Source: an optimization exercise on an open RTL-to-GDS flow (aim: small area and a short achievable clock period). Production flows keep margins and buffers that such runs may drop.
In this exercise RTL edits were held to simulation tests only and were not proved equivalent to the original.
Power and IR drop assume default switching activity.

===== flow/design.v =====
module Decoder_Unit (
input wire [1:0] ALU_FUN,
output wire Arith_Enable, Logic_Enable, CMP_Enable, Shift_Enable
	);
assign Arith_Enable = (ALU_FUN == 2'b00);
assign Logic_Enable = (ALU_FUN == 2'b01);
assign CMP_Enable   = (ALU_FUN == 2'b10);
assign Shift_Enable = (ALU_FUN == 2'b11);
endmodule
module ALU_MUL (
  input  wire [15:0] A,
  input  wire [15:0] B,
  output wire [31:0] P
);
wire one1;
wire two2;
wire neg3;
wire pp4;
wire pp5;
wire pp6;
wire pp7;
wire pp8;
wire pp9;
wire pp10;
wire pp11;
wire pp12;
wire pp13;
wire pp14;
wire pp15;
wire pp16;
wire pp17;
wire pp18;
wire pp19;
wire pp20;
wire one21;
wire two22;
wire neg23;
wire pp24;
wire pp25;
wire pp26;
wire pp27;
wire pp28;
wire pp29;
wire pp30;
wire pp31;
wire pp32;
wire pp33;
wire pp34;
wire pp35;
wire pp36;
wire pp37;
wire pp38;
wire pp39;
wire pp40;
wire one41;
wire two42;
wire neg43;
wire pp44;
wire pp45;
wire pp46;
wire pp47;
wire pp48;
wire pp49;
wire pp50;
wire pp51;
wire pp52;
wire pp53;
wire pp54;
wire pp55;
wire pp56;
wire pp57;
wire pp58;
wire pp59;
wire pp60;
wire one61;
wire two62;
wire neg63;
wire pp64;
wire pp65;
wire pp66;
wire pp67;
wire pp68;
wire pp69;
wire pp70;
wire pp71;
wire pp72;
wire pp73;
wire pp74;
wire pp75;
wire pp76;
wire pp77;
wire pp78;
wire pp79;
wire pp80;
wire one81;
wire two82;
wire neg83;
wire pp84;
wire pp85;
wire pp86;
wire pp87;
wire pp88;
wire pp89;
wire pp90;
wire pp91;
wire pp92;
wire pp93;
wire pp94;
wire pp95;
wire pp96;
wire pp97;
wire pp98;
wire pp99;
wire pp100;
wire one101;
wire two102;
wire neg103;
wire pp104;
wire pp105;
wire pp106;
wire pp107;
wire pp108;
wire pp109;
wire pp110;
wire pp111;
wire pp112;
wire pp113;
wire pp114;
wire pp115;
wire pp116;
wire pp117;
wire pp118;
wire pp119;
wire pp120;
wire one121;
wire two122;
wire neg123;
wire pp124;
wire pp125;
wire pp126;
wire pp127;
wire pp128;
wire pp129;
wire pp130;
wire pp131;
wire pp132;
wire pp133;
wire pp134;
wire pp135;
wire pp136;
wire pp137;
wire pp138;
wire pp139;
wire pp140;
wire one141;
wire two142;
wire neg143;
wire pp144;
wire pp145;
wire pp146;
wire pp147;
wire pp148;
wire pp149;
wire pp150;
wire pp151;
wire pp152;
wire pp153;
wire pp154;
wire pp155;
wire pp156;
wire pp157;
wire pp158;
wire pp159;
wire pp160;
wire s161;
wire c162;
wire s163;
wire c164;
wire s165;
wire c166;
wire s167;
wire c168;
wire s169;
wire c170;
wire s171;
wire c172;
wire s173;
wire c174;
wire s175;
wire c176;
wire s177;
wire c178;
wire s179;
wire c180;
wire s181;
wire c182;
wire s183;
wire c184;
wire s185;
wire c186;
wire s187;
wire c188;
wire s189;
wire c190;
wire s191;
wire c192;
wire s193;
wire c194;
wire s195;
wire c196;
wire s197;
wire c198;
wire s199;
wire c200;
wire s201;
wire c202;
wire s203;
wire c204;
wire s205;
wire c206;
wire s207;
wire c208;
wire s209;
wire c210;
wire s211;
wire c212;
wire s213;
wire c214;
wire s215;
wire c216;
wire s217;
wire c218;
wire s219;
wire c220;
wire s221;
wire c222;
wire s223;
wire c224;
wire s225;
wire c226;
wire s227;
wire c228;
wire s229;
wire c230;
wire s231;
wire c232;
wire s233;
wire c234;
wire s235;
wire c236;
wire s237;
wire c238;
wire s239;
wire c240;
wire s241;
wire c242;
wire s243;
wire c244;
wire s245;
wire c246;
wire s247;
wire c248;
wire s249;
wire c250;
wire s251;
wire c252;
wire s253;
wire c254;
wire s255;
wire c256;
wire s257;
wire c258;
wire s259;
wire c260;
wire s261;
wire c262;
wire s263;
wire c264;
wire s265;
wire c266;
wire s267;
wire c268;
wire s269;
wire c270;
wire s271;
wire c272;
wire s273;
wire c274;
wire s275;
wire c276;
wire s277;
wire c278;
wire s279;
wire c280;
wire s281;
wire c282;
wire s283;
wire c284;
wire s285;
wire c286;
wire s287;
wire c288;
wire s289;
wire c290;
wire s291;
wire c292;
wire s293;
wire c294;
wire s295;
wire c296;
wire s297;
wire c298;
wire s299;
wire c300;
wire s301;
wire c302;
wire s303;
wire c304;
wire s305;
wire c306;
wire s307;
wire c308;
wire s309;
wire c310;
wire s311;
wire c312;
wire s313;
wire c314;
wire s315;
wire c316;
wire s317;
wire c318;
wire s319;
wire c320;
wire s321;
wire c322;
wire s323;
wire c324;
wire s325;
wire c326;
wire s327;
wire c328;
wire s329;
wire c330;
wire s331;
wire c332;
wire s333;
wire c334;
wire s335;
wire c336;
wire s337;
wire c338;
wire s339;
wire c340;
wire s341;
wire c342;
wire s343;
wire c344;
wire s345;
wire c346;
wire s347;
wire c348;
wire s349;
wire c350;
wire s351;
wire c352;
wire s353;
wire c354;
wire s355;
wire c356;
wire s357;
wire c358;
wire s359;
wire c360;
wire s361;
wire c362;
wire s363;
wire c364;
wire s365;
wire c366;
wire s367;
wire c368;
wire s369;
wire c370;
wire s371;
wire c372;
wire s373;
wire c374;
wire s375;
wire c376;
wire s377;
wire c378;
wire s379;
wire c380;
wire s381;
wire c382;
wire s383;
wire c384;
wire s385;
wire c386;
wire s387;
wire c388;
wire s389;
wire c390;
wire s391;
wire c392;
wire s393;
wire c394;
wire s395;
wire c396;
wire s397;
wire c398;
wire s399;
wire c400;
wire s401;
wire c402;
wire s403;
wire c404;
wire s405;
wire c406;
wire s407;
wire c408;
wire s409;
wire c410;
wire s411;
wire c412;
wire s413;
wire c414;
wire s415;
wire c416;
wire s417;
wire c418;
wire s419;
wire c420;
wire s421;
wire c422;
wire s423;
wire c424;
wire s425;
wire c426;
wire s427;
wire c428;
wire s429;
wire c430;
wire s431;
wire c432;
wire s433;
wire c434;
wire s435;
wire c436;
wire s437;
wire c438;
wire s439;
wire c440;
wire s441;
wire c442;
wire s443;
wire c444;
wire s445;
wire c446;
wire s447;
assign one1 = B[0] ^ 1'b0;
assign two2 = (B[1] & ~B[0] & ~1'b0) | (~B[1] & B[0] & 1'b0);
assign neg3 = B[1];
assign pp4 = ((one1 & A[0]) | (two2 & 1'b0)) ^ neg3;
assign pp5 = ((one1 & A[1]) | (two2 & A[0])) ^ neg3;
assign pp6 = ((one1 & A[2]) | (two2 & A[1])) ^ neg3;
assign pp7 = ((one1 & A[3]) | (two2 & A[2])) ^ neg3;
assign pp8 = ((one1 & A[4]) | (two2 & A[3])) ^ neg3;
assign pp9 = ((one1 & A[5]) | (two2 & A[4])) ^ neg3;
assign pp10 = ((one1 & A[6]) | (two2 & A[5])) ^ neg3;
assign pp11 = ((one1 & A[7]) | (two2 & A[6])) ^ neg3;
assign pp12 = ((one1 & A[8]) | (two2 & A[7])) ^ neg3;
assign pp13 = ((one1 & A[9]) | (two2 & A[8])) ^ neg3;
assign pp14 = ((one1 & A[10]) | (two2 & A[9])) ^ neg3;
assign pp15 = ((one1 & A[11]) | (two2 & A[10])) ^ neg3;
assign pp16 = ((one1 & A[12]) | (two2 & A[11])) ^ neg3;
assign pp17 = ((one1 & A[13]) | (two2 & A[12])) ^ neg3;
assign pp18 = ((one1 & A[14]) | (two2 & A[13])) ^ neg3;
assign pp19 = ((one1 & A[15]) | (two2 & A[14])) ^ neg3;
assign pp20 = ~(((one1 & A[15]) | (two2 & A[15])) ^ neg3);
assign one21 = B[2] ^ B[1];
assign two22 = (B[3] & ~B[2] & ~B[1]) | (~B[3] & B[2] & B[1]);
assign neg23 = B[3];
assign pp24 = ((one21 & A[0]) | (two22 & 1'b0)) ^ neg23;
assign pp25 = ((one21 & A[1]) | (two22 & A[0])) ^ neg23;
assign pp26 = ((one21 & A[2]) | (two22 & A[1])) ^ neg23;
assign pp27 = ((one21 & A[3]) | (two22 & A[2])) ^ neg23;
assign pp28 = ((one21 & A[4]) | (two22 & A[3])) ^ neg23;
assign pp29 = ((one21 & A[5]) | (two22 & A[4])) ^ neg23;
assign pp30 = ((one21 & A[6]) | (two22 & A[5])) ^ neg23;
assign pp31 = ((one21 & A[7]) | (two22 & A[6])) ^ neg23;
assign pp32 = ((one21 & A[8]) | (two22 & A[7])) ^ neg23;
assign pp33 = ((one21 & A[9]) | (two22 & A[8])) ^ neg23;
assign pp34 = ((one21 & A[10]) | (two22 & A[9])) ^ neg23;
assign pp35 = ((one21 & A[11]) | (two22 & A[10])) ^ neg23;
assign pp36 = ((one21 & A[12]) | (two22 & A[11])) ^ neg23;
assign pp37 = ((one21 & A[13]) | (two22 & A[12])) ^ neg23;
assign pp38 = ((one21 & A[14]) | (two22 & A[13])) ^ neg23;
assign pp39 = ((one21 & A[15]) | (two22 & A[14])) ^ neg23;
assign pp40 = ~(((one21 & A[15]) | (two22 & A[15])) ^ neg23);
assign one41 = B[4] ^ B[3];
assign two42 = (B[5] & ~B[4] & ~B[3]) | (~B[5] & B[4] & B[3]);
assign neg43 = B[5];
assign pp44 = ((one41 & A[0]) | (two42 & 1'b0)) ^ neg43;
assign pp45 = ((one41 & A[1]) | (two42 & A[0])) ^ neg43;
assign pp46 = ((one41 & A[2]) | (two42 & A[1])) ^ neg43;
assign pp47 = ((one41 & A[3]) | (two42 & A[2])) ^ neg43;
assign pp48 = ((one41 & A[4]) | (two42 & A[3])) ^ neg43;
assign pp49 = ((one41 & A[5]) | (two42 & A[4])) ^ neg43;
assign pp50 = ((one41 & A[6]) | (two42 & A[5])) ^ neg43;
assign pp51 = ((one41 & A[7]) | (two42 & A[6])) ^ neg43;
assign pp52 = ((one41 & A[8]) | (two42 & A[7])) ^ neg43;
assign pp53 = ((one41 & A[9]) | (two42 & A[8])) ^ neg43;
assign pp54 = ((one41 & A[10]) | (two42 & A[9])) ^ neg43;
assign pp55 = ((one41 & A[11]) | (two42 & A[10])) ^ neg43;
assign pp56 = ((one41 & A[12]) | (two42 & A[11])) ^ neg43;
assign pp57 = ((one41 & A[13]) | (two42 & A[12])) ^ neg43;
assign pp58 = ((one41 & A[14]) | (two42 & A[13])) ^ neg43;
assign pp59 = ((one41 & A[15]) | (two42 & A[14])) ^ neg43;
assign pp60 = ~(((one41 & A[15]) | (two42 & A[15])) ^ neg43);
assign one61 = B[6] ^ B[5];
assign two62 = (B[7] & ~B[6] & ~B[5]) | (~B[7] & B[6] & B[5]);
assign neg63 = B[7];
assign pp64 = ((one61 & A[0]) | (two62 & 1'b0)) ^ neg63;
assign pp65 = ((one61 & A[1]) | (two62 & A[0])) ^ neg63;
assign pp66 = ((one61 & A[2]) | (two62 & A[1])) ^ neg63;
assign pp67 = ((one61 & A[3]) | (two62 & A[2])) ^ neg63;
assign pp68 = ((one61 & A[4]) | (two62 & A[3])) ^ neg63;
assign pp69 = ((one61 & A[5]) | (two62 & A[4])) ^ neg63;
assign pp70 = ((one61 & A[6]) | (two62 & A[5])) ^ neg63;
assign pp71 = ((one61 & A[7]) | (two62 & A[6])) ^ neg63;
assign pp72 = ((one61 & A[8]) | (two62 & A[7])) ^ neg63;
assign pp73 = ((one61 & A[9]) | (two62 & A[8])) ^ neg63;
assign pp74 = ((one61 & A[10]) | (two62 & A[9])) ^ neg63;
assign pp75 = ((one61 & A[11]) | (two62 & A[10])) ^ neg63;
assign pp76 = ((one61 & A[12]) | (two62 & A[11])) ^ neg63;
assign pp77 = ((one61 & A[13]) | (two62 & A[12])) ^ neg63;
assign pp78 = ((one61 & A[14]) | (two62 & A[13])) ^ neg63;
assign pp79 = ((one61 & A[15]) | (two62 & A[14])) ^ neg63;
assign pp80 = ~(((one61 & A[15]) | (two62 & A[15])) ^ neg63);
assign one81 = B[8] ^ B[7];
assign two82 = (B[9] & ~B[8] & ~B[7]) | (~B[9] & B[8] & B[7]);
assign neg83 = B[9];
assign pp84 = ((one81 & A[0]) | (two82 & 1'b0)) ^ neg83;
assign pp85 = ((one81 & A[1]) | (two82 & A[0])) ^ neg83;
assign pp86 = ((one81 & A[2]) | (two82 & A[1])) ^ neg83;
assign pp87 = ((one81 & A[3]) | (two82 & A[2])) ^ neg83;
assign pp88 = ((one81 & A[4]) | (two82 & A[3])) ^ neg83;
assign pp89 = ((one81 & A[5]) | (two82 & A[4])) ^ neg83;
assign pp90 = ((one81 & A[6]) | (two82 & A[5])) ^ neg83;
assign pp91 = ((one81 & A[7]) | (two82 & A[6])) ^ neg83;
assign pp92 = ((one81 & A[8]) | (two82 & A[7])) ^ neg83;
assign pp93 = ((one81 & A[9]) | (two82 & A[8])) ^ neg83;
assign pp94 = ((one81 & A[10]) | (two82 & A[9])) ^ neg83;
assign pp95 = ((one81 & A[11]) | (two82 & A[10])) ^ neg83;
assign pp96 = ((one81 & A[12]) | (two82 & A[11])) ^ neg83;
assign pp97 = ((one81 & A[13]) | (two82 & A[12])) ^ neg83;
assign pp98 = ((one81 & A[14]) | (two82 & A[13])) ^ neg83;
assign pp99 = ((one81 & A[15]) | (two82 & A[14])) ^ neg83;
assign pp100 = ~(((one81 & A[15]) | (two82 & A[15])) ^ neg83);
assign one101 = B[10] ^ B[9];
assign two102 = (B[11] & ~B[10] & ~B[9]) | (~B[11] & B[10] & B[9]);
assign neg103 = B[11];
assign pp104 = ((one101 & A[0]) | (two102 & 1'b0)) ^ neg103;
assign pp105 = ((one101 & A[1]) | (two102 & A[0])) ^ neg103;
assign pp106 = ((one101 & A[2]) | (two102 & A[1])) ^ neg103;
assign pp107 = ((one101 & A[3]) | (two102 & A[2])) ^ neg103;
assign pp108 = ((one101 & A[4]) | (two102 & A[3])) ^ neg103;
assign pp109 = ((one101 & A[5]) | (two102 & A[4])) ^ neg103;
assign pp110 = ((one101 & A[6]) | (two102 & A[5])) ^ neg103;
assign pp111 = ((one101 & A[7]) | (two102 & A[6])) ^ neg103;
assign pp112 = ((one101 & A[8]) | (two102 & A[7])) ^ neg103;
assign pp113 = ((one101 & A[9]) | (two102 & A[8])) ^ neg103;
assign pp114 = ((one101 & A[10]) | (two102 & A[9])) ^ neg103;
assign pp115 = ((one101 & A[11]) | (two102 & A[10])) ^ neg103;
assign pp116 = ((one101 & A[12]) | (two102 & A[11])) ^ neg103;
assign pp117 = ((one101 & A[13]) | (two102 & A[12])) ^ neg103;
assign pp118 = ((one101 & A[14]) | (two102 & A[13])) ^ neg103;
assign pp119 = ((one101 & A[15]) | (two102 & A[14])) ^ neg103;
assign pp120 = ~(((one101 & A[15]) | (two102 & A[15])) ^ neg103);
assign one121 = B[12] ^ B[11];
assign two122 = (B[13] & ~B[12] & ~B[11]) | (~B[13] & B[12] & B[11]);
assign neg123 = B[13];
assign pp124 = ((one121 & A[0]) | (two122 & 1'b0)) ^ neg123;
assign pp125 = ((one121 & A[1]) | (two122 & A[0])) ^ neg123;
assign pp126 = ((one121 & A[2]) | (two122 & A[1])) ^ neg123;
assign pp127 = ((one121 & A[3]) | (two122 & A[2])) ^ neg123;
assign pp128 = ((one121 & A[4]) | (two122 & A[3])) ^ neg123;
assign pp129 = ((one121 & A[5]) | (two122 & A[4])) ^ neg123;
assign pp130 = ((one121 & A[6]) | (two122 & A[5])) ^ neg123;
assign pp131 = ((one121 & A[7]) | (two122 & A[6])) ^ neg123;
assign pp132 = ((one121 & A[8]) | (two122 & A[7])) ^ neg123;
assign pp133 = ((one121 & A[9]) | (two122 & A[8])) ^ neg123;
assign pp134 = ((one121 & A[10]) | (two122 & A[9])) ^ neg123;
assign pp135 = ((one121 & A[11]) | (two122 & A[10])) ^ neg123;
assign pp136 = ((one121 & A[12]) | (two122 & A[11])) ^ neg123;
assign pp137 = ((one121 & A[13]) | (two122 & A[12])) ^ neg123;
assign pp138 = ((one121 & A[14]) | (two122 & A[13])) ^ neg123;
assign pp139 = ((one121 & A[15]) | (two122 & A[14])) ^ neg123;
assign pp140 = ~(((one121 & A[15]) | (two122 & A[15])) ^ neg123);
assign one141 = B[14] ^ B[13];
assign two142 = (B[15] & ~B[14] & ~B[13]) | (~B[15] & B[14] & B[13]);
assign neg143 = B[15];
assign pp144 = ((one141 & A[0]) | (two142 & 1'b0)) ^ neg143;
assign pp145 = ((one141 & A[1]) | (two142 & A[0])) ^ neg143;
assign pp146 = ((one141 & A[2]) | (two142 & A[1])) ^ neg143;
assign pp147 = ((one141 & A[3]) | (two142 & A[2])) ^ neg143;
assign pp148 = ((one141 & A[4]) | (two142 & A[3])) ^ neg143;
assign pp149 = ((one141 & A[5]) | (two142 & A[4])) ^ neg143;
assign pp150 = ((one141 & A[6]) | (two142 & A[5])) ^ neg143;
assign pp151 = ((one141 & A[7]) | (two142 & A[6])) ^ neg143;
assign pp152 = ((one141 & A[8]) | (two142 & A[7])) ^ neg143;
assign pp153 = ((one141 & A[9]) | (two142 & A[8])) ^ neg143;
assign pp154 = ((one141 & A[10]) | (two142 & A[9])) ^ neg143;
assign pp155 = ((one141 & A[11]) | (two142 & A[10])) ^ neg143;
assign pp156 = ((one141 & A[12]) | (two142 & A[11])) ^ neg143;
assign pp157 = ((one141 & A[13]) | (two142 & A[12])) ^ neg143;
assign pp158 = ((one141 & A[14]) | (two142 & A[13])) ^ neg143;
assign pp159 = ((one141 & A[15]) | (two142 & A[14])) ^ neg143;
assign pp160 = ~(((one141 & A[15]) | (two142 & A[15])) ^ neg143);
assign s161 = pp14 ^ pp32;
assign c162 = pp14 & pp32;
assign s163 = pp15 ^ pp33;
assign c164 = pp15 & pp33;
assign s165 = pp16 ^ pp34 ^ pp52;
assign c166 = (pp16 & pp34) | (pp52 & (pp16 ^ pp34));
assign s167 = pp70 ^ pp88;
assign c168 = pp70 & pp88;
assign s169 = pp17 ^ pp35 ^ pp53;
assign c170 = (pp17 & pp35) | (pp53 & (pp17 ^ pp35));
assign s171 = pp71 ^ pp89;
assign c172 = pp71 & pp89;
assign s173 = pp18 ^ pp36 ^ pp54;
assign c174 = (pp18 & pp36) | (pp54 & (pp18 ^ pp36));
assign s175 = pp72 ^ pp90 ^ pp108;
assign c176 = (pp72 & pp90) | (pp108 & (pp72 ^ pp90));
assign s177 = pp126 ^ pp144;
assign c178 = pp126 & pp144;
assign s179 = pp19 ^ pp37 ^ pp55;
assign c180 = (pp19 & pp37) | (pp55 & (pp19 ^ pp37));
assign s181 = pp73 ^ pp91 ^ pp109;
assign c182 = (pp73 & pp91) | (pp109 & (pp73 ^ pp91));
assign s183 = pp127 ^ pp145;
assign c184 = pp127 & pp145;
assign s185 = pp20 ^ pp38 ^ pp56;
assign c186 = (pp20 & pp38) | (pp56 & (pp20 ^ pp38));
assign s187 = pp74 ^ pp92 ^ pp110;
assign c188 = (pp74 & pp92) | (pp110 & (pp74 ^ pp92));
assign s189 = ~(pp128 ^ pp146);
assign c190 = pp128 | pp146;
assign s191 = pp39 ^ pp57 ^ pp75;
assign c192 = (pp39 & pp57) | (pp75 & (pp39 ^ pp57));
assign s193 = pp93 ^ pp111 ^ pp129;
assign c194 = (pp93 & pp111) | (pp129 & (pp93 ^ pp111));
assign s195 = ~pp147;
assign c196 = pp147;
assign s197 = pp40 ^ pp58 ^ pp76;
assign c198 = (pp40 & pp58) | (pp76 & (pp40 ^ pp58));
assign s199 = pp94 ^ pp112 ^ pp130;
assign c200 = (pp94 & pp112) | (pp130 & (pp94 ^ pp112));
assign s201 = pp59 ^ pp77 ^ pp95;
assign c202 = (pp59 & pp77) | (pp95 & (pp59 ^ pp77));
assign s203 = pp113 ^ pp131;
assign c204 = pp113 & pp131;
assign s205 = pp60 ^ pp78 ^ pp96;
assign c206 = (pp60 & pp78) | (pp96 & (pp60 ^ pp78));
assign s207 = pp79 ^ pp97;
assign c208 = pp79 & pp97;
assign s209 = pp10 ^ pp28;
assign c210 = pp10 & pp28;
assign s211 = pp11 ^ pp29;
assign c212 = pp11 & pp29;
assign s213 = pp12 ^ pp30 ^ pp48;
assign c214 = (pp12 & pp30) | (pp48 & (pp12 ^ pp30));
assign s215 = pp66 ^ pp84;
assign c216 = pp66 & pp84;
assign s217 = pp13 ^ pp31 ^ pp49;
assign c218 = (pp13 & pp31) | (pp49 & (pp13 ^ pp31));
assign s219 = pp67 ^ pp85;
assign c220 = pp67 & pp85;
assign s221 = s161 ^ pp50 ^ pp68;
assign c222 = (s161 & pp50) | (pp68 & (s161 ^ pp50));
assign s223 = pp86 ^ pp104 ^ neg103;
assign c224 = (pp86 & pp104) | (neg103 & (pp86 ^ pp104));
assign s225 = c162 ^ s163 ^ pp51;
assign c226 = (c162 & s163) | (pp51 & (c162 ^ s163));
assign s227 = pp69 ^ pp87 ^ pp105;
assign c228 = (pp69 & pp87) | (pp105 & (pp69 ^ pp87));
assign s229 = c164 ^ s165 ^ s167;
assign c230 = (c164 & s165) | (s167 & (c164 ^ s165));
assign s231 = pp106 ^ pp124 ^ neg123;
assign c232 = (pp106 & pp124) | (neg123 & (pp106 ^ pp124));
assign s233 = c166 ^ c168 ^ s169;
assign c234 = (c166 & c168) | (s169 & (c166 ^ c168));
assign s235 = s171 ^ pp107 ^ pp125;
assign c236 = (s171 & pp107) | (pp125 & (s171 ^ pp107));
assign s237 = c170 ^ c172 ^ s173;
assign c238 = (c170 & c172) | (s173 & (c170 ^ c172));
assign s239 = s175 ^ s177 ^ neg143;
assign c240 = (s175 & s177) | (neg143 & (s175 ^ s177));
assign s241 = c174 ^ c176 ^ c178;
assign c242 = (c174 & c176) | (c178 & (c174 ^ c176));
assign s243 = s179 ^ s181 ^ s183;
assign c244 = (s179 & s181) | (s183 & (s179 ^ s181));
assign s245 = c180 ^ c182 ^ c184;
assign c246 = (c180 & c182) | (c184 & (c180 ^ c182));
assign s247 = s185 ^ s187 ^ s189;
assign c248 = (s185 & s187) | (s189 & (s185 ^ s187));
assign s249 = c186 ^ c188 ^ c190;
assign c250 = (c186 & c188) | (c190 & (c186 ^ c188));
assign s251 = s191 ^ s193 ^ s195;
assign c252 = (s191 & s193) | (s195 & (s191 ^ s193));
assign s253 = c192 ^ c194 ^ c196;
assign c254 = (c192 & c194) | (c196 & (c192 ^ c194));
assign s255 = s197 ^ s199 ^ pp148;
assign c256 = (s197 & s199) | (pp148 & (s197 ^ s199));
assign s257 = c198 ^ c200 ^ s201;
assign c258 = (c198 & c200) | (s201 & (c198 ^ c200));
assign s259 = ~(s203 ^ pp149);
assign c260 = s203 | pp149;
assign s261 = c202 ^ c204 ^ s205;
assign c262 = (c202 & c204) | (s205 & (c202 ^ c204));
assign s263 = pp114 ^ pp132 ^ pp150;
assign c264 = (pp114 & pp132) | (pp150 & (pp114 ^ pp132));
assign s265 = c206 ^ s207 ^ pp115;
assign c266 = (c206 & s207) | (pp115 & (c206 ^ s207));
assign s267 = ~(pp133 ^ pp151);
assign c268 = pp133 | pp151;
assign s269 = c208 ^ pp80 ^ pp98;
assign c270 = (c208 & pp80) | (pp98 & (c208 ^ pp80));
assign s271 = pp116 ^ pp134 ^ pp152;
assign c272 = (pp116 & pp134) | (pp152 & (pp116 ^ pp134));
assign s273 = pp99 ^ pp117 ^ pp135;
assign c274 = (pp99 & pp117) | (pp135 & (pp99 ^ pp117));
assign s275 = ~pp153;
assign c276 = pp153;
assign s277 = pp100 ^ pp118 ^ pp136;
assign c278 = (pp100 & pp118) | (pp136 & (pp100 ^ pp118));
assign s279 = pp119 ^ pp137;
assign c280 = pp119 & pp137;
assign s281 = pp8 ^ pp26;
assign c282 = pp8 & pp26;
assign s283 = pp9 ^ pp27;
assign c284 = pp9 & pp27;
assign s285 = s209 ^ pp46 ^ pp64;
assign c286 = (s209 & pp46) | (pp64 & (s209 ^ pp46));
assign s287 = c210 ^ s211 ^ pp47;
assign c288 = (c210 & s211) | (pp47 & (c210 ^ s211));
assign s289 = c212 ^ s213 ^ s215;
assign c290 = (c212 & s213) | (s215 & (c212 ^ s213));
assign s291 = c214 ^ c216 ^ s217;
assign c292 = (c214 & c216) | (s217 & (c214 ^ c216));
assign s293 = c218 ^ c220 ^ s221;
assign c294 = (c218 & c220) | (s221 & (c218 ^ c220));
assign s295 = c222 ^ c224 ^ s225;
assign c296 = (c222 & c224) | (s225 & (c222 ^ c224));
assign s297 = c226 ^ c228 ^ s229;
assign c298 = (c226 & c228) | (s229 & (c226 ^ c228));
assign s299 = c230 ^ c232 ^ s233;
assign c300 = (c230 & c232) | (s233 & (c230 ^ c232));
assign s301 = c234 ^ c236 ^ s237;
assign c302 = (c234 & c236) | (s237 & (c234 ^ c236));
assign s303 = c238 ^ c240 ^ s241;
assign c304 = (c238 & c240) | (s241 & (c238 ^ c240));
assign s305 = c242 ^ c244 ^ s245;
assign c306 = (c242 & c244) | (s245 & (c242 ^ c244));
assign s307 = c246 ^ c248 ^ s249;
assign c308 = (c246 & c248) | (s249 & (c246 ^ c248));
assign s309 = c250 ^ c252 ^ s253;
assign c310 = (c250 & c252) | (s253 & (c250 ^ c252));
assign s311 = c254 ^ c256 ^ s257;
assign c312 = (c254 & c256) | (s257 & (c254 ^ c256));
assign s313 = c258 ^ c260 ^ s261;
assign c314 = (c258 & c260) | (s261 & (c258 ^ c260));
assign s315 = c262 ^ c264 ^ s265;
assign c316 = (c262 & c264) | (s265 & (c262 ^ c264));
assign s317 = c266 ^ c268 ^ s269;
assign c318 = (c266 & c268) | (s269 & (c266 ^ c268));
assign s319 = c270 ^ c272 ^ s273;
assign c320 = (c270 & c272) | (s273 & (c270 ^ c272));
assign s321 = c274 ^ c276 ^ s277;
assign c322 = (c274 & c276) | (s277 & (c274 ^ c276));
assign s323 = c278 ^ s279 ^ pp155;
assign c324 = (c278 & s279) | (pp155 & (c278 ^ s279));
assign s325 = c280 ^ pp120 ^ pp138;
assign c326 = (c280 & pp120) | (pp138 & (c280 ^ pp120));
assign s327 = pp139 ^ pp157;
assign c328 = pp139 & pp157;
assign s329 = pp6 ^ pp24;
assign c330 = pp6 & pp24;
assign s331 = pp7 ^ pp25;
assign c332 = pp7 & pp25;
assign s333 = s281 ^ pp44 ^ neg43;
assign c334 = (s281 & pp44) | (neg43 & (s281 ^ pp44));
assign s335 = c282 ^ s283 ^ pp45;
assign c336 = (c282 & s283) | (pp45 & (c282 ^ s283));
assign s337 = c284 ^ s285 ^ neg63;
assign c338 = (c284 & s285) | (neg63 & (c284 ^ s285));
assign s339 = c286 ^ s287 ^ pp65;
assign c340 = (c286 & s287) | (pp65 & (c286 ^ s287));
assign s341 = c288 ^ s289 ^ neg83;
assign c342 = (c288 & s289) | (neg83 & (c288 ^ s289));
assign s343 = c290 ^ s291 ^ s219;
assign c344 = (c290 & s291) | (s219 & (c290 ^ s291));
assign s345 = c292 ^ s293 ^ s223;
assign c346 = (c292 & s293) | (s223 & (c292 ^ s293));
assign s347 = c294 ^ s295 ^ s227;
assign c348 = (c294 & s295) | (s227 & (c294 ^ s295));
assign s349 = c296 ^ s297 ^ s231;
assign c350 = (c296 & s297) | (s231 & (c296 ^ s297));
assign s351 = c298 ^ s299 ^ s235;
assign c352 = (c298 & s299) | (s235 & (c298 ^ s299));
assign s353 = c300 ^ s301 ^ s239;
assign c354 = (c300 & s301) | (s239 & (c300 ^ s301));
assign s355 = c302 ^ s303 ^ s243;
assign c356 = (c302 & s303) | (s243 & (c302 ^ s303));
assign s357 = c304 ^ s305 ^ s247;
assign c358 = (c304 & s305) | (s247 & (c304 ^ s305));
assign s359 = c306 ^ s307 ^ s251;
assign c360 = (c306 & s307) | (s251 & (c306 ^ s307));
assign s361 = c308 ^ s309 ^ s255;
assign c362 = (c308 & s309) | (s255 & (c308 ^ s309));
assign s363 = c310 ^ s311 ^ s259;
assign c364 = (c310 & s311) | (s259 & (c310 ^ s311));
assign s365 = c312 ^ s313 ^ s263;
assign c366 = (c312 & s313) | (s263 & (c312 ^ s313));
assign s367 = c314 ^ s315 ^ s267;
assign c368 = (c314 & s315) | (s267 & (c314 ^ s315));
assign s369 = c316 ^ s317 ^ s271;
assign c370 = (c316 & s317) | (s271 & (c316 ^ s317));
assign s371 = c318 ^ s319 ^ s275;
assign c372 = (c318 & s319) | (s275 & (c318 ^ s319));
assign s373 = c320 ^ s321 ^ pp154;
assign c374 = (c320 & s321) | (pp154 & (c320 ^ s321));
assign s375 = ~(c322 ^ s323);
assign c376 = c322 | s323;
assign s377 = c324 ^ s325 ^ pp156;
assign c378 = (c324 & s325) | (pp156 & (c324 ^ s325));
assign s379 = ~(c326 ^ s327);
assign c380 = c326 | s327;
assign s381 = c328 ^ pp140 ^ pp158;
assign c382 = (c328 & pp140) | (pp158 & (c328 ^ pp140));
assign s383 = ~pp159;
assign c384 = pp159;
assign s385 = pp4 ^ neg3;
assign c386 = pp4 & neg3;
assign s387 = pp5 ^ c386;
assign c388 = pp5 & c386;
assign s389 = s329 ^ neg23 ^ c388;
assign c390 = (s329 & neg23) | (c388 & (s329 ^ neg23));
assign s391 = c330 ^ s331 ^ c390;
assign c392 = (c330 & s331) | (c390 & (c330 ^ s331));
assign s393 = c332 ^ s333 ^ c392;
assign c394 = (c332 & s333) | (c392 & (c332 ^ s333));
assign s395 = c334 ^ s335 ^ c394;
assign c396 = (c334 & s335) | (c394 & (c334 ^ s335));
assign s397 = c336 ^ s337 ^ c396;
assign c398 = (c336 & s337) | (c396 & (c336 ^ s337));
assign s399 = c338 ^ s339 ^ c398;
assign c400 = (c338 & s339) | (c398 & (c338 ^ s339));
assign s401 = c340 ^ s341 ^ c400;
assign c402 = (c340 & s341) | (c400 & (c340 ^ s341));
assign s403 = c342 ^ s343 ^ c402;
assign c404 = (c342 & s343) | (c402 & (c342 ^ s343));
assign s405 = c344 ^ s345 ^ c404;
assign c406 = (c344 & s345) | (c404 & (c344 ^ s345));
assign s407 = c346 ^ s347 ^ c406;
assign c408 = (c346 & s347) | (c406 & (c346 ^ s347));
assign s409 = c348 ^ s349 ^ c408;
assign c410 = (c348 & s349) | (c408 & (c348 ^ s349));
assign s411 = c350 ^ s351 ^ c410;
assign c412 = (c350 & s351) | (c410 & (c350 ^ s351));
assign s413 = c352 ^ s353 ^ c412;
assign c414 = (c352 & s353) | (c412 & (c352 ^ s353));
assign s415 = c354 ^ s355 ^ c414;
assign c416 = (c354 & s355) | (c414 & (c354 ^ s355));
assign s417 = c356 ^ s357 ^ c416;
assign c418 = (c356 & s357) | (c416 & (c356 ^ s357));
assign s419 = c358 ^ s359 ^ c418;
assign c420 = (c358 & s359) | (c418 & (c358 ^ s359));
assign s421 = c360 ^ s361 ^ c420;
assign c422 = (c360 & s361) | (c420 & (c360 ^ s361));
assign s423 = c362 ^ s363 ^ c422;
assign c424 = (c362 & s363) | (c422 & (c362 ^ s363));
assign s425 = c364 ^ s365 ^ c424;
assign c426 = (c364 & s365) | (c424 & (c364 ^ s365));
assign s427 = c366 ^ s367 ^ c426;
assign c428 = (c366 & s367) | (c426 & (c366 ^ s367));
assign s429 = c368 ^ s369 ^ c428;
assign c430 = (c368 & s369) | (c428 & (c368 ^ s369));
assign s431 = c370 ^ s371 ^ c430;
assign c432 = (c370 & s371) | (c430 & (c370 ^ s371));
assign s433 = c372 ^ s373 ^ c432;
assign c434 = (c372 & s373) | (c432 & (c372 ^ s373));
assign s435 = c374 ^ s375 ^ c434;
assign c436 = (c374 & s375) | (c434 & (c374 ^ s375));
assign s437 = c376 ^ s377 ^ c436;
assign c438 = (c376 & s377) | (c436 & (c376 ^ s377));
assign s439 = c378 ^ s379 ^ c438;
assign c440 = (c378 & s379) | (c438 & (c378 ^ s379));
assign s441 = c380 ^ s381 ^ c440;
assign c442 = (c380 & s381) | (c440 & (c380 ^ s381));
assign s443 = c382 ^ s383 ^ c442;
assign c444 = (c382 & s383) | (c442 & (c382 ^ s383));
assign s445 = c384 ^ pp160 ^ c444;
assign c446 = (c384 & pp160) | (c444 & (c384 ^ pp160));
assign s447 = 1'b1 ^ c446;
assign P = {s447, s445, s443, s441, s439, s437, s435, s433, s431, s429, s427, s425, s423, s421, s419, s417, s415, s413, s411, s409, s407, s405, s403, s401, s399, s397, s395, s393, s391, s389, s387, s385};
endmodule
module ALU_DIV (
  input  wire [15:0] A,
  input  wire [15:0] B,
  output wire [16:0] Q    
);
wire sa = A[15];
wire sb = B[15];
wire [15:0] N;
assign N[0] = A[0];
assign N[1] = A[1] ^ (sa & (|A[0:0]));
assign N[2] = A[2] ^ (sa & (|A[1:0]));
assign N[3] = A[3] ^ (sa & (|A[2:0]));
assign N[4] = A[4] ^ (sa & (|A[3:0]));
assign N[5] = A[5] ^ (sa & (|A[4:0]));
assign N[6] = A[6] ^ (sa & (|A[5:0]));
assign N[7] = A[7] ^ (sa & (|A[6:0]));
assign N[8] = A[8] ^ (sa & (|A[7:0]));
assign N[9] = A[9] ^ (sa & (|A[8:0]));
assign N[10] = A[10] ^ (sa & (|A[9:0]));
assign N[11] = A[11] ^ (sa & (|A[10:0]));
assign N[12] = A[12] ^ (sa & (|A[11:0]));
assign N[13] = A[13] ^ (sa & (|A[12:0]));
assign N[14] = A[14] ^ (sa & (|A[13:0]));
assign N[15] = A[15] ^ (sa & (|A[14:0]));
wire ci = ~sb;
wire [15:0] Bx = B ^ {16{ci}};
wire [15:0] q;
wire [0:0] x15;
assign x15 = N[15];
wire [0:0] d15;
wire [1:0] c15;
wire [1:0] t15 = {1'b0, x15} + {1'b0, Bx[0:0]} + ci;
assign d15 = t15[0:0];
assign c15[1] = t15[1];
assign q[15] = c15[1] & (&Bx[15:1]);
wire [0:0] r15 = q[15] ? d15 : x15;
wire [1:0] x14;
assign x14 = {r15, N[14]};
wire [1:0] d14;
wire [2:0] c14;
wire [2:0] t14 = {1'b0, x14} + {1'b0, Bx[1:0]} + ci;
assign d14 = t14[1:0];
assign c14[2] = t14[2];
assign q[14] = c14[2] & (&Bx[15:2]);
wire [1:0] r14 = q[14] ? d14 : x14;
wire [2:0] x13;
assign x13 = {r14, N[13]};
wire [2:0] d13;
wire [3:0] c13;
wire [3:0] t13 = {1'b0, x13} + {1'b0, Bx[2:0]} + ci;
assign d13 = t13[2:0];
assign c13[3] = t13[3];
assign q[13] = c13[3] & (&Bx[15:3]);
wire [2:0] r13 = q[13] ? d13 : x13;
wire [3:0] x12;
assign x12 = {r13, N[12]};
wire [3:0] d12;
wire [4:0] c12;
wire [4:0] t12 = {1'b0, x12} + {1'b0, Bx[3:0]} + ci;
assign d12 = t12[3:0];
assign c12[4] = t12[4];
assign q[12] = c12[4] & (&Bx[15:4]);
wire [3:0] r12 = q[12] ? d12 : x12;
wire [4:0] x11;
assign x11 = {r12, N[11]};
wire [4:0] d11;
wire [5:0] c11;
wire [5:0] t11 = {1'b0, x11} + {1'b0, Bx[4:0]} + ci;
assign d11 = t11[4:0];
assign c11[5] = t11[5];
assign q[11] = c11[5] & (&Bx[15:5]);
wire [4:0] r11 = q[11] ? d11 : x11;
wire [5:0] x10;
assign x10 = {r11, N[10]};
wire [5:0] d10;
wire [6:0] c10;
wire [6:0] t10 = {1'b0, x10} + {1'b0, Bx[5:0]} + ci;
assign d10 = t10[5:0];
assign c10[6] = t10[6];
assign q[10] = c10[6] & (&Bx[15:6]);
wire [5:0] r10 = q[10] ? d10 : x10;
wire [6:0] x9;
assign x9 = {r10, N[9]};
wire [6:0] d9;
wire [7:0] c9;
wire [7:0] t9 = {1'b0, x9} + {1'b0, Bx[6:0]} + ci;
assign d9 = t9[6:0];
assign c9[7] = t9[7];
assign q[9] = c9[7] & (&Bx[15:7]);
wire [6:0] r9 = q[9] ? d9 : x9;
wire [7:0] x8;
assign x8 = {r9, N[8]};
wire [7:0] d8;
wire [8:0] c8;
wire [8:0] t8 = {1'b0, x8} + {1'b0, Bx[7:0]} + ci;
assign d8 = t8[7:0];
assign c8[8] = t8[8];
assign q[8] = c8[8] & (&Bx[15:8]);
wire [7:0] r8 = q[8] ? d8 : x8;
wire [8:0] x7;
assign x7 = {r8, N[7]};
wire [8:0] d7;
wire [9:0] c7;
wire [9:0] t7 = {1'b0, x7} + {1'b0, Bx[8:0]} + ci;
assign d7 = t7[8:0];
assign c7[9] = t7[9];
assign q[7] = c7[9] & (&Bx[15:9]);
wire [8:0] r7 = q[7] ? d7 : x7;
wire [9:0] x6;
assign x6 = {r7, N[6]};
wire [9:0] d6;
wire [10:0] c6;
wire [10:0] t6 = {1'b0, x6} + {1'b0, Bx[9:0]} + ci;
assign d6 = t6[9:0];
assign c6[10] = t6[10];
assign q[6] = c6[10] & (&Bx[15:10]);
wire [9:0] r6 = q[6] ? d6 : x6;
wire [10:0] x5;
assign x5 = {r6, N[5]};
wire [10:0] d5;
wire [11:0] c5;
wire [11:0] t5 = {1'b0, x5} + {1'b0, Bx[10:0]} + ci;
assign d5 = t5[10:0];
assign c5[11] = t5[11];
assign q[5] = c5[11] & (&Bx[15:11]);
wire [10:0] r5 = q[5] ? d5 : x5;
wire [11:0] x4;
assign x4 = {r5, N[4]};
wire [11:0] d4;
wire [12:0] c4;
wire [12:0] t4 = {1'b0, x4} + {1'b0, Bx[11:0]} + ci;
assign d4 = t4[11:0];
assign c4[12] = t4[12];
assign q[4] = c4[12] & (&Bx[15:12]);
wire [11:0] r4 = q[4] ? d4 : x4;
wire [12:0] x3;
assign x3 = {r4, N[3]};
wire [12:0] d3;
wire [13:0] c3;
wire [13:0] t3 = {1'b0, x3} + {1'b0, Bx[12:0]} + ci;
assign d3 = t3[12:0];
assign c3[13] = t3[13];
assign q[3] = c3[13] & (&Bx[15:13]);
wire [12:0] r3 = q[3] ? d3 : x3;
wire [13:0] x2;
assign x2 = {r3, N[2]};
wire [13:0] d2;
wire [14:0] c2;
wire [14:0] t2 = {1'b0, x2} + {1'b0, Bx[13:0]} + ci;
assign d2 = t2[13:0];
assign c2[14] = t2[14];
assign q[2] = c2[14] & (&Bx[15:14]);
wire [13:0] r2 = q[2] ? d2 : x2;
wire [14:0] x1;
assign x1 = {r2, N[1]};
wire [14:0] d1;
wire [15:0] c1;
wire [15:0] t1 = {1'b0, x1} + {1'b0, Bx[14:0]} + ci;
assign d1 = t1[14:0];
assign c1[15] = t1[15];
assign q[1] = c1[15] & (&Bx[15:15]);
wire [14:0] r1 = q[1] ? d1 : x1;
wire [15:0] x0;
assign x0 = {r1, N[0]};
wire [15:0] d0;
wire [16:0] c0;
wire [16:0] t0 = {1'b0, x0} + {1'b0, Bx[15:0]} + ci;
assign d0 = t0[15:0];
assign c0[16] = t0[16];
assign q[0] = c0[16];
wire sq = sa ^ sb;
wire [16:0] qn;
assign qn[0] = q[0];
assign qn[1] = q[1] ^ (sq & (|q[0:0]));
assign qn[2] = q[2] ^ (sq & (|q[1:0]));
assign qn[3] = q[3] ^ (sq & (|q[2:0]));
assign qn[4] = q[4] ^ (sq & (|q[3:0]));
assign qn[5] = q[5] ^ (sq & (|q[4:0]));
assign qn[6] = q[6] ^ (sq & (|q[5:0]));
assign qn[7] = q[7] ^ (sq & (|q[6:0]));
assign qn[8] = q[8] ^ (sq & (|q[7:0]));
assign qn[9] = q[9] ^ (sq & (|q[8:0]));
assign qn[10] = q[10] ^ (sq & (|q[9:0]));
assign qn[11] = q[11] ^ (sq & (|q[10:0]));
assign qn[12] = q[12] ^ (sq & (|q[11:0]));
assign qn[13] = q[13] ^ (sq & (|q[12:0]));
assign qn[14] = q[14] ^ (sq & (|q[13:0]));
assign qn[15] = q[15] ^ (sq & (|q[14:0]));
assign qn[16] = sq & (|q);
assign Q = qn;
endmodule
module ALU_ADDSUB (
  input  wire [15:0] A,
  input  wire [15:0] B,
  input  wire SUB,
  output wire [16:0] S    
);
wire [16:0] a = {A[15], A};
wire [16:0] b = {B[15], B} ^ {17{SUB}};
wire [17:0] c;
assign c[0] = SUB;
assign S[0] = a[0] ^ b[0] ^ c[0];
assign c[1] = (a[0] & b[0]) | (c[0] & (a[0] ^ b[0]));
assign S[1] = a[1] ^ b[1] ^ c[1];
assign c[2] = (a[1] & b[1]) | (c[1] & (a[1] ^ b[1]));
assign S[2] = a[2] ^ b[2] ^ c[2];
assign c[3] = (a[2] & b[2]) | (c[2] & (a[2] ^ b[2]));
assign S[3] = a[3] ^ b[3] ^ c[3];
assign c[4] = (a[3] & b[3]) | (c[3] & (a[3] ^ b[3]));
assign S[4] = a[4] ^ b[4] ^ c[4];
assign c[5] = (a[4] & b[4]) | (c[4] & (a[4] ^ b[4]));
assign S[5] = a[5] ^ b[5] ^ c[5];
assign c[6] = (a[5] & b[5]) | (c[5] & (a[5] ^ b[5]));
assign S[6] = a[6] ^ b[6] ^ c[6];
assign c[7] = (a[6] & b[6]) | (c[6] & (a[6] ^ b[6]));
assign S[7] = a[7] ^ b[7] ^ c[7];
assign c[8] = (a[7] & b[7]) | (c[7] & (a[7] ^ b[7]));
assign S[8] = a[8] ^ b[8] ^ c[8];
assign c[9] = (a[8] & b[8]) | (c[8] & (a[8] ^ b[8]));
assign S[9] = a[9] ^ b[9] ^ c[9];
assign c[10] = (a[9] & b[9]) | (c[9] & (a[9] ^ b[9]));
assign S[10] = a[10] ^ b[10] ^ c[10];
assign c[11] = (a[10] & b[10]) | (c[10] & (a[10] ^ b[10]));
assign S[11] = a[11] ^ b[11] ^ c[11];
assign c[12] = (a[11] & b[11]) | (c[11] & (a[11] ^ b[11]));
assign S[12] = a[12] ^ b[12] ^ c[12];
assign c[13] = (a[12] & b[12]) | (c[12] & (a[12] ^ b[12]));
assign S[13] = a[13] ^ b[13] ^ c[13];
assign c[14] = (a[13] & b[13]) | (c[13] & (a[13] ^ b[13]));
assign S[14] = a[14] ^ b[14] ^ c[14];
assign c[15] = (a[14] & b[14]) | (c[14] & (a[14] ^ b[14]));
assign S[15] = a[15] ^ b[15] ^ c[15];
assign c[16] = (a[15] & b[15]) | (c[15] & (a[15] ^ b[15]));
assign S[16] = a[16] ^ b[16] ^ c[16];
endmodule
module LOGIC_UNIT (
input wire [15:0] A,
input wire [15:0] B,
input wire [1:0] ALU_FUN,
output wire [15:0] Y
	);
assign Y = (ALU_FUN[0] ? (A | B) : (A & B)) ^ {16{ALU_FUN[1]}};
endmodule
module CMP_UNIT (
input wire [16:0] D,       
input wire [1:0] ALU_FUN,
output wire [1:0] Y
	);
wire eq = ~|D[15:0];
wire lt = D[16];
wire gt = ~lt & ~eq;
assign Y[1] = ALU_FUN[1] & (ALU_FUN[0] ? lt : gt);
assign Y[0] = ALU_FUN[0] & (ALU_FUN[1] ? lt : eq);
endmodule
module SHIFT_UNIT (
input wire [15:0] A,
input wire [15:0] B,
input wire [1:0] ALU_FUN,
output wire [16:0] Y
	);
wire [15:0] X = ALU_FUN[1] ? B : A;
assign Y = ALU_FUN[0] ? {X, 1'b0} : {1'b0, X[15], X[15:1]};
endmodule
module ALU_TOP (
input wire signed [15:0] A,
input wire signed [15:0] B,
input wire [3:0] ALU_FUNC,
input wire CLK,
input wire RST,
output reg signed [31:0] Arith_OUT,
output reg [15:0] Logic_OUT,
output reg [1:0] CMP_OUT,
output reg [16:0] SHIFT_OUT,
output reg Arith_Flag, Logic_Flag, CMP_Flag, SHIFT_Flag
	);
wire Arith_Enable, Logic_Enable, CMP_Enable, Shift_Enable;
Decoder_Unit Decoder (
.ALU_FUN(ALU_FUNC[3:2]),
.Arith_Enable(Arith_Enable),
.Logic_Enable(Logic_Enable),
.CMP_Enable(CMP_Enable),
.Shift_Enable(Shift_Enable)
	);
wire sub = ALU_FUNC[0] | ALU_FUNC[3];
wire [16:0] sum;
ALU_ADDSUB AddSub (.A(A), .B(B), .SUB(sub), .S(sum));
wire [31:0] prod;
ALU_MUL Mul (.A(A), .B(B), .P(prod));
wire [16:0] quo;
ALU_DIV Div (.A(A), .B(B), .Q(quo));
wire div_ok = |B;
wire sel_add = Arith_Enable & ~ALU_FUNC[1];
wire sel_mul = Arith_Enable & ALU_FUNC[1] & ~ALU_FUNC[0];
wire sel_div = Arith_Enable & ALU_FUNC[1] & ALU_FUNC[0] & div_ok;
wire [31:0] arith = ({32{sel_add}} & {{15{sum[16]}}, sum})
                  | ({32{sel_mul}} & prod)
                  | ({32{sel_div}} & {{15{quo[16]}}, quo});
wire [15:0] logic_res;
LOGIC_UNIT Logic (.A(A), .B(B), .ALU_FUN(ALU_FUNC[1:0]), .Y(logic_res));
wire [1:0] cmp_res;
CMP_UNIT Cmp (.D(sum), .ALU_FUN(ALU_FUNC[1:0]), .Y(cmp_res));
wire [16:0] shift_res;
SHIFT_UNIT Shift (.A(A), .B(B), .ALU_FUN(ALU_FUNC[1:0]), .Y(shift_res));
always @(posedge CLK or negedge RST) begin
if (!RST) begin
	Arith_OUT <= 32'b0;
	Logic_OUT <= 16'b0;
	CMP_OUT <= 2'b0;
	SHIFT_OUT <= 17'b0;
	Arith_Flag <= 1'b0;
	Logic_Flag <= 1'b0;
	CMP_Flag <= 1'b0;
	SHIFT_Flag <= 1'b0;
end else begin
	Arith_OUT <= arith;
	Logic_OUT <= Logic_Enable ? logic_res : 16'b0;
	CMP_OUT <= CMP_Enable ? cmp_res : 2'b0;
	SHIFT_OUT <= Shift_Enable ? shift_res : 17'b0;
	Arith_Flag <= Arith_Enable;
	Logic_Flag <= Logic_Enable;
	CMP_Flag <= CMP_Enable;
	SHIFT_Flag <= Shift_Enable;
end
end
endmodule

===== flow/flow/run.sh =====
#!/bin/bash
# The standard layout (standard.sh) with three changes:
#  - synthesis is the standard synthesis with ABC's mapping script replaced by
#    flow/abc.script (flow/synth.tcl); the registers are the standard synthesis's;
#  - every port is buffered by the smallest buffer cell instead of the one buffer_ports
#    picks by default;
#  - repair_timing aims for 44 ns of setup slack (SETUP_SLACK_MARGIN) instead of 0, so the
#    resizer upsizes the critical path; the clock and constraints stay the design's.
# Each tool's output lands in the ORFS logs under orfs/logs/; make's own output goes to
# standard_flow.log in this folder.
set -euo pipefail
bash standard.sh "SYNTH_SCRIPT=$PWD/flow/synth.tcl" \
  "BUFFER_PORTS_ARGS=-buffer_cell sky130_fd_sc_hd__buf_1" \
  SETUP_SLACK_MARGIN=44 finish > standard_flow.log 2>&1

===== flow/flow/abc.script =====
strash
dch
map -B 0.9
topo
stime -c

===== flow/flow/synth.tcl =====
# The standard synthesis (synth_recipe.tcl in the work folder), with ABC's mapping script
# replaced by flow/abc.script. Only the combinational mapping changes; the registers are the
# standard synthesis's.
set my_flow_dir [file dirname [file normalize [info script]]]
proc abc {args} {
  set i [lsearch -exact $args -script]
  if {$i >= 0} { lset args [expr {$i + 1}] [file join $::my_flow_dir abc.script] }
  yosys abc {*}$args
}
source [file join [file dirname $my_flow_dir] synth_recipe.tcl]

===== flow/standard.sh =====
#!/bin/bash
# synth_recipe.tcl (not shown) runs the flow's synth.tcl, then flattens the netlist and writes it again
# the make line also repeats each setting of config.mk as NAME=value (left out here)
make -C /OpenROAD-flow-scripts/flow DESIGN_CONFIG=/design/flow/config.mk WORK_HOME=/design/flow/orfs CLKGATE_MAP_FILE= SYNTH_SCRIPT=/design/flow/synth_recipe.tcl "${@:-finish}"

===== flow/config.mk =====
export PLATFORM = sky130hd
export DESIGN_NAME = ALU_TOP
export DESIGN_NICKNAME = ALU_TOP
export VERILOG_FILES = /design/flow/design.v
export SDC_FILE = /design/flow/constraint.sdc
export NUM_CORES = 4
export LEC_CHECK = 0
export ABC_AREA = 1
export CAP_MARGIN = 20
export CORE_MARGIN = 2
export CORE_UTILIZATION = 40
export SLEW_MARGIN = 20

===== flow/constraint.sdc =====
create_clock -name core_clock -period 95.0 [get_ports {CLK}]
set_input_delay 19.0000 -clock core_clock [delete_from_list [all_inputs] [get_ports {CLK}]]
set_output_delay 19.0000 -clock core_clock [all_outputs]
set_load 0.01 [all_outputs]

==> results of run 1 <==
[flip-flops by register name, indices dropped and copies added (netlist names)]
signal and cells:
Logic_OUT 16, SHIFT_Flag 1, SHIFT_OUT 17, Logic_Flag 1
CMP_Flag 1, CMP_OUT 2, Arith_OUT 32, Arith_Flag 1
[stage by stage]
stage          instance area, sq um  hold WS [ns]  instances    util
6_report                      17420         18.89       2709  0.4624
4_1_cts                       17040         18.95       2695  0.4524
5_1_grt                       17420         18.95       2709  0.4624
2_1_floorplan                 15320         18.70       2026       -
3_3_place_gp                  16640         19.31       2679  0.4418
3_5_place_dp                  16640         19.31       2679  0.4418
[power by group]
part	switching [uW]	total (uW)	internal [uW]
Combinational	181	311	129
Sequential	1.87	36.4	34.5
Clock	16.6	40.5	23.9
[Yosys cell counts (all sizes together), types with 10 or more instances]
master	number	area [sq um]
nand2	399	1498
dfrtp	71	1777
xor2	227	1988
clkinv	244	915.9
or2	14	87.58
fa	141	2823
ha	150	1877
a211oi	10	75.07
nor2	89	334.1
and2	10	75.07
nand3	113	565.5
o21ai	168	840.8
a21oi	131	655.6
xnor2	43	376.6
o21bai	26	195.2
o22ai	132	825.8
nor3	12	60.06
[path summary, 6_finish.rpt]
path                       slack (ns)  cells past startpoint         from             to
setup / recovery                46.56                    187        B[15]  Arith_OUT[31]
hold / removal                  18.89                      2          RST  Arith_OUT[19]
max in group asynchronous       75.44                      2          RST   Arith_OUT[5]
min in group core_clock         18.95                      4  ALU_FUNC[2]       CMP_Flag
[logic make-up (layout without fill, tap and decap cells)]
kind of cell,after synthesis,in the layout,share of synthesized area
compound gates,497,497,0.1850
xor+xnor,270,270,0.1544
fa+ha+maj,291,291,0.3068
buf+inv,244,412,0.05979
flops,71,71,0.1160
mux,1,1,0.0006535
simple gates,652,656,0.1774
[critical path: cells and delay by family]
family                   cells  cell delay (ns)
AO/OA/AOI/OAI               72            11.44
AND/OR/NAND/NOR             66             7.55
adder cells (fa/ha/maj)     16             5.92
buffers and inverters       24             2.89
XOR/XNOR                     9             1.75
[cell usage in the layout (no fill, tap or decap), types with 42 or more instances in the layout]
cell / count
nand2_1: 390
ha_1: 150
dfrtp_1: 71
o22ai_1: 132
o21ai_0: 151
nand3_1: 107
fa_1: 141
clkinv_1: 233
nor2_1: 84
a21oi_1: 128
xor2_1: 220
buf_4: 42
buf_1: 102
[per-layer routing]
| layer | vias to the layer above | global-route usage |
|---|---|---|
| met1 | 7456 | 0.3414 |
| met5 | - | 0 |
| met3 | 132 | 0.03190 |
| met2 | 649 | 0.4769 |
| li1 | 7216 | - |
| met4 | 0 | 0.1092 |
[timing repair]
action | CTS | global route
endpoints found under the setup margin | 32 | 32
hold buffers | 0 | 0
resized for setup | 20 | 78
buffers inserted | 0 | 10
cloned | 0 | 4
pin swaps | 0 | 9
[area by class of cell]
type,count,area share
repair buffers,152,0.04375
clock inverters,6,0.005316
inverters,244,0.05467
well taps,511,0.03671
flip-flops and latches,71,0.1020
multi-input cells,1715,0.7438
clock buffers,10,0.01372
==> impl_metrics.toml, run 1 <==
[floorplanning]
die_w_um = 199.7
num_rows = 71
core_area_sq_mm = 0.03767
design.die.area_sq_mm = 0.03988
start_util = 0.4067
chipHeight_um = 199.7
ios = 109

[logic_synthesis]
syn_avg_cell_area_sq_um = 7.561
synth-edff-count = 0
yosysWarnings = 1
ys_seq_area_frac = 0.1160
syn_nets = 2355
synthCells = 2026
ys.flop_type = "dfrtp_1"
synthArstFlopShare = 1.000
synth.distinct_cells = 32
netlist_area_sq_mm = 0.01532
synth_seq_cells = 71

[final_layout]
fillerInstances = 3791
drive_gt1_frac = 0.07234
diodes = 0
fin_nets = 2522
multi_input_area_sq_mm = 0.01296
area_growth_pct = 13.71
regArea_sq_mm = 0.001777

[global_route]
gr-total-overflow = 0
antenna_found_initial = 0
grt_pass1_wl_mm = 83.93
first_global_vias = 15430
grt_usage = 0.2727
grt_max_degree = 72

[route]
dr_total_vias = 15450
routed.top_layer = "met4"
wl_met1_mm = 21.84
wl_met3_mm = 3.568
viasPerCell = 5.704
drt_iter0_drc = 1175
antenna_left = 0
wl_met2_mm = 26.44
dr.pass1.iters = 5
drc_errors = 0
wl_per_cell_um = 19.93
routed_wirelength_mm = 53.99

[power_and_ir_drop]
power_density_mw_per_mm2 = 22.24
irDropWorstVdd_mv = 0.03521
total_power_uw = 387.5
total_leakage_power_uw = 0.007664

[timing]
clock.fmax_mhz = 20.65
fin_ws_ns = 46.56
fin_setup_tns_ns = 0
fin_crit_ns = 48.44
relSlewSlack = 0.3324
period_share = 0.5099
maxSlewViolCount = 0
hold_violations = 0
tightestPinTransition_ns = 1.001
setup_viol = 0
rsz0062_at_grt = "false"

[clock_network]
htreeDepth = 3
cts_sinks = 71
clk_path_buf_depth = 2
cts-root-buf = "clkbuf_16"
clkSlewWorstSetupHoldPaths_ns = 0.07
tritoncts = "yes"
cts_buffers = 9

[placement]
dp_slack_ns = 41.09
port_buffers = 108
gp_congestion = 0.9145
place_hpwl_mm = 39.58

[worst_setup_path]
crit_arrival_ns = 48.64
crit_fanout = 27
critPathKind = "input port to register"
crit_top_cell = "nand2_1"
crit_slowest_cell = "fa_1"
critPathCaptureType = "register"
required_ns = 95.21
cpPeakStageDelay_ns = 0.47
start_kind = "input port"

[job]
maxCapViolations = 0

[worst_hold_path]
hp-class = "input port to async pin"

[status]
run_status = "no timing/DRC/antenna violations"
==> run 2, diff against run 1 <==
==> flow/flow/abc.script (replaced) <==
strash
dch
map -a
topo
stime -c
==> impl_metrics.toml, run 2 <==
[clock_network]
htreeDepth = 3
clkSlewWorstSetupHoldPaths_ns = 0.06
cts_buffers = 9
cts_sinks = 71
tritoncts = "yes"
clk_path_buf_depth = 2
cts-root-buf = "clkbuf_16"

[timing]
hold_violations = 0
relSlewSlack = 0.3701
period_share = 0.5084
clock.fmax_mhz = 20.70
maxSlewViolCount = 0
fin_ws_ns = 46.70
fin_setup_tns_ns = 0
fin_crit_ns = 48.30
tightestPinTransition_ns = 0.9449
rsz0062_at_grt = "false"
setup_viol = 0

[worst_setup_path]
crit_family = "compound AO/OA/AOI/OAI gates"
cpPeakStageDelay_ns = 0.48
worst-path-buf-inv = 21
crit_slowest_cell = "fa_1"
critPathKind = "input port to register"
crit_arrival_ns = 48.52
required_ns = 95.22
crit_fanout = 27
start_kind = "input port"
crit_top_cell = "a21oi_1"
critPathCaptureType = "register"

[logic_synthesis]
synth.distinct_cells = 35
ys_top_cells_by_count = "290 x nand2_1, 224 x xor2_1, 218 x clkinv_1"
netlist.area_leader.share = 0.1909
synthArstFlopShare = 1.000
synth_seq_cells = 71
yosysWarnings = 1
synth.area.top_cells = "fa_1 19%, xor2_1 13%, ha_1 13%"
syn_nets = 2222
synth-edff-count = 0
synth_area_leader_cell = "fa_1"
ys_seq_area_frac = 0.1201
netlist_area_sq_mm = 0.01479
synthCells = 1893
syn_avg_cell_area_sq_um = 7.813
post-synth-top-count-cell = "nand2_1"
ys.flop_type = "dfrtp_1"

[placement]
place_hpwl_mm = 38.06
port_buffers = 108
placed_cell_area_sq_mm = 0.01615
dp_slack_ns = 39.39
gp_congestion = 0.9082

[power_and_ir_drop]
power_density_mw_per_mm2 = 22.53
irDropWorstVdd_mv = 0.03451
total_leakage_power_uw = 0.007378

[route]
drt_iter0_drc = 990
routed_wirelength_mm = 51.53
wl_met2_mm = 24.21
dr.pass1.iters = 6
dr_total_vias = 14690
routed.top_layer = "met4"
wl_met3_mm = 3.611
antenna_left = 0
wl_met1_mm = 21.25
viasPerCell = 5.750
wl_per_cell_um = 20.18
drc_errors = 0

[global_route]
grt_pass1_wl_mm = 80.65
grt_usage = 0.2682
antenna_found_initial = 1
grt_max_degree = 72
gr-total-overflow = 0
first_global_vias = 14750

[status]
run_status = "no timing/DRC/antenna violations"

[floorplanning]
chipHeight_um = 196.3
start_util = 0.4049
ios = 109
num_rows = 70
design.die.area_sq_mm = 0.03853
core_area_sq_mm = 0.03652
die_w_um = 196.3

[final_layout]
reg.largest.list = "Arith_OUT (32), SHIFT_OUT (17), Logic_OUT (16)"
area_growth_pct = 14.55
largest_reg_flops = 32
largest_register = "Arith_OUT"
final_cell_area_sq_mm = 0.01694
fin_nets = 2409
final_cell_mix = "281 x nand2_1, 219 x xor2_1, 204 x clkinv_1"
drive_gt1_frac = 0.08681
final_common_cell = "nand2_1"

[worst_hold_path]
hp-class = "input port to async pin"

[job]
maxCapViolations = 0
## run 2: power breakdown
group	switching, uW	total, uW	internal [uW]
registers	2.21	36.8	34.6
logic	181	311	130
clock network	15.8	34.1	18.3
total	199	382	183
## run 2: timing repair
| item | in CTS | in global routing |
|---|---|---|
| resized for setup | 38 | 64 |
| pin swaps | 0 | 12 |
| cloned | 0 | 2 |
| hold buffers | 0 | 0 |
| endpoints found under the setup margin | 32 | 32 |
| setup buffers | 0 | 19 |
## run 2: cells by family after synthesis
kind of cell / Yosys count / synth area share
buf+inv: 218 / 0.05533
fa+ha+maj: 291 / 0.3178
simple gates: 483 / 0.1315
compound gates: 563 / 0.2169
mux: 2 / 0.001438
flops: 71 / 0.1201
xor+xnor: 265 / 0.1569
## run 2: final timing paths
path / from / endpoint / slack, ns / cells past startpoint
hold / removal: RST / Arith_OUT[22] / 18.89 / 2
min in group core_clock: ALU_FUNC[2] / SHIFT_Flag / 18.92 / 3
max in group asynchronous: RST / Arith_OUT[12] / 75.48 / 2
setup / recovery: B[15] / Arith_OUT[30] / 46.70 / 192
## run 2: area by class of cell
cell class | instances | area, sq um
antenna | 1 | 2.502
clock buffer | 9 | 225.2
clock inverter | 7 | 62.56
fill | 3675 | 19580
inverter | 218 | 857.1
multi-input combinational | 1605 | 12480
sequential | 71 | 1777
tap | 468 | 585.6
timing repair buffer | 174 | 943.4
timing repair inverter | 1 | 5.005
## run 2: per-layer routing
layer	global-route usage	up-vias
met5	0	-
met4	0.1153	0
met3	0.03834	164
met2	0.4460	602
met1	0.3481	7029
li1	-	6890
## run 2: through the flow
| step | hold WS, ns | total power (uW) | instances | util |
|---|---|---|---|---|
| final | 18.89 | 381.7 | 2554 | 0.4639 |
| after global routing | 18.97 | 426.6 | 2553 | 0.4638 |
| after CTS | 18.91 | 379.8 | 2532 | 0.4535 |
| after detailed placement | 19.27 | 342.5 | 2516 | 0.4421 |
| after global placement | 19.26 | 338.5 | 2516 | 0.4421 |
| after floorplan | 18.70 | 252.4 | 1893 | - |
==> run 3, diff against run 2 <==
==> flow/flow/abc.script (replaced) <==
strash
dch
map -a
topo
stime -c
buffer -c
==> impl_metrics.toml, run 3 <==
[clock_network]
clk_path_buf_depth = 2
cts_sinks = 71
cts-root-buf = "clkbuf_16"
tritoncts = "yes"
cts_buffers = 9
holdBufCountCts = 0
htreeDepth = 3
clkSlewWorstSetupHoldPaths_ns = 0.07

[global_route]
grt_usage = 0.2497
grtUsageMet3 = 0.03342
met2_usage = 0.4133
grt_use_met1 = 0.3337
antenna_found_initial = 1
grt_pass1_wl_mm = 81.22
gr-total-overflow = 0
first_global_vias = 14550
grt_max_degree = 64
grt_busiest_layer = "met2"

[job]
maxCapViolations = 0

[route]
dr.pass1.iters = 5
routed_wirelength_mm = 52.86
dr_total_vias = 14580
viasPerCell = 5.584
drc_errors = 0
antenna_left = 0
drt_iter0_drc = 1265
wl_per_cell_um = 20.25

[timing]
whs_ns = 18.57
setup_viol = 0
hold_violations = 0
rsz0062_at_grt = "false"
clock.fmax_mhz = 20.74
fin_setup_tns_ns = 0
maxSlewViolCount = 0
fin_crit_ns = 48.23
fin_ws_ns = 46.77
tightestPinTransition_ns = 0.9465
relSlewSlack = 0.3683
period_share = 0.5076

[logic_synthesis]
synth_area_leader_cell = "fa_1"
ys_seq_area_frac = 0.1094
synthCells = 1995
netlist.area_leader.share = 0.1737
syn_avg_cell_area_sq_um = 8.144
yosysWarnings = 1
ys_top_cells_by_count = "286 x nand2_1, 224 x xor2_1, 203 x inv_1"
synth-edff-count = 0
post-synth-top-count-cell = "nand2_1"
synth_seq_cells = 71
syn_nets = 2324
synth.area.top_cells = "fa_1 17%, xor2_1 12%, ha_1 12%"
netlist_area_sq_mm = 0.01625
synthArstFlopShare = 1.000
synth.distinct_cells = 47
ys.flop_type = "dfrtp_1"

[final_layout]
final_cell_mix = "282 x nand2_1, 221 x xor2_1, 197 x inv_1"
area_growth_pct = 4.683
largest_reg_flops = 32
reg.largest.list = "Arith_OUT (32), SHIFT_OUT (17), Logic_OUT (16)"
final_common_cell = "nand2_1"
drive_gt1_frac = 0.08253
largest_register = "Arith_OUT"
finish.utilization = 0.4261
fin_nets = 2408

[worst_setup_path]
crit_slowest_cell = "fa_1"
critPathCaptureType = "register"
crit_family = "compound AO/OA/AOI/OAI gates"
crit_arrival_ns = 48.46
critPathKind = "input port to register"
cpPeakStageDelay_ns = 0.49
crit_top_cell = "a21oi_1"
crit_fanout = 27
worst-path-buf-inv = 22
required_ns = 95.23
start_kind = "input port"

[floorplanning]
start_util = 0.4070
num_rows = 73
chipHeight_um = 205.5
core_area_sq_mm = 0.03991
design.die.area_sq_mm = 0.04224
die_w_um = 205.5
ios = 109

[power_and_ir_drop]
total_leakage_power_uw = 0.008124
power_density_mw_per_mm2 = 23.07
internal_power_uw = 189.4
p_clk_frac = 0.103
total_power_uw = 392.4
pwr-share-comb = 0.803
p_switching_uw = 203.0
sequentialPowerShare = 0.095
switching_share = 0.5173
irDropWorstVdd_mv = 0.02555

[status]
run_status = "no timing/DRC/antenna violations"

[worst_hold_path]
hp-class = "input port to async pin"

[placement]
dp_slack_ns = 42.09
port_buffers = 108
place_hpwl_mm = 39.71
gp_congestion = 0.8802
## run 3: changes by cell type after synthesis, sizes merged
cell	change
clkinv	-204
inv	+204
clkbuf	+74
buf	+18
clkdlybuf4s50	+4
bufbuf	+3
clkdlybuf4s15	+3
## run 3: through the flow
step / cells / area (sq um)
floorplan: 1995 / 16250
global placement: 2572 / 16220
detailed placement: 2572 / 16220
CTS: 2589 / 16620
global route: 2609 / 17010
finish: 2610 / 17010
## run 3: repair_timing
| action | 4_1_cts | 5_1_grt |
|---|---|---|
| pin swaps | 0 | 7 |
| cloned | 0 | 1 |
| gates resized for setup | 18 | 68 |
| buffers inserted | 1 | 19 |
| setup endpoints to repair | 32 | 32 |
## run 3: power groups by stage
| stage | clock network [uW] | registers, uW | logic (uW) |
|---|---|---|---|
| floorplan | 0 | 38.6 | 222 |
| global placement | 0 | 37.6 | 307 |
| detailed placement | 0 | 37.5 | 308 |
| CTS | 40.7 | 37.0 | 313 |
| global route | 41.6 | 37.3 | 359 |
| finish | 40.2 | 37.1 | 315 |
## run 3: worst paths after layout
check / from / to / depth (start not counted)
min in group core_clock: ALU_FUNC[2] / CMP_Flag / 2
worst min-delay path: RST / Arith_OUT[2] / 1
max in group asynchronous: RST / Logic_OUT[0] / 2
worst max-delay path: B[15] / Arith_OUT[29] / 192
## run 3: final cells by class
type	instances	area, sq um
fill	4134	22910
multi-input combinational	1605	12460
sequential	71	1777
timing repair buffer	174	945.9
inverter	218	832.0
tap	525	656.9
clock buffer	9	225.2
clock inverter	7	108.9
antenna	1	2.502
## run 3: kinds of logic after synthesis
kind of cell / synth area share
buffers and inverters: 0.1393
AO/OA/AOI/OAI: 0.1975
XOR/XNOR: 0.1429
multiplexers: 0.001309
adder cells (fa/ha/maj): 0.2893
AND/OR/NAND/NOR: 0.1204
flip-flops: 0.1094
## run 3: routing by layer
layer	share of wire	wire, um
met1	0.42	21980
met2	0.47	24970
met3	0.078	4100
met4	0.034	1806
met5	0	0

Check on run 3: ideal ports give 46.775 ns setup slack; a clkbuf_16 on the clock port and buf_2 on the inputs give 46.795 ns; moving port delays by the midpoint clock arrival (0.399 ns) as well gives 46.396 ns.
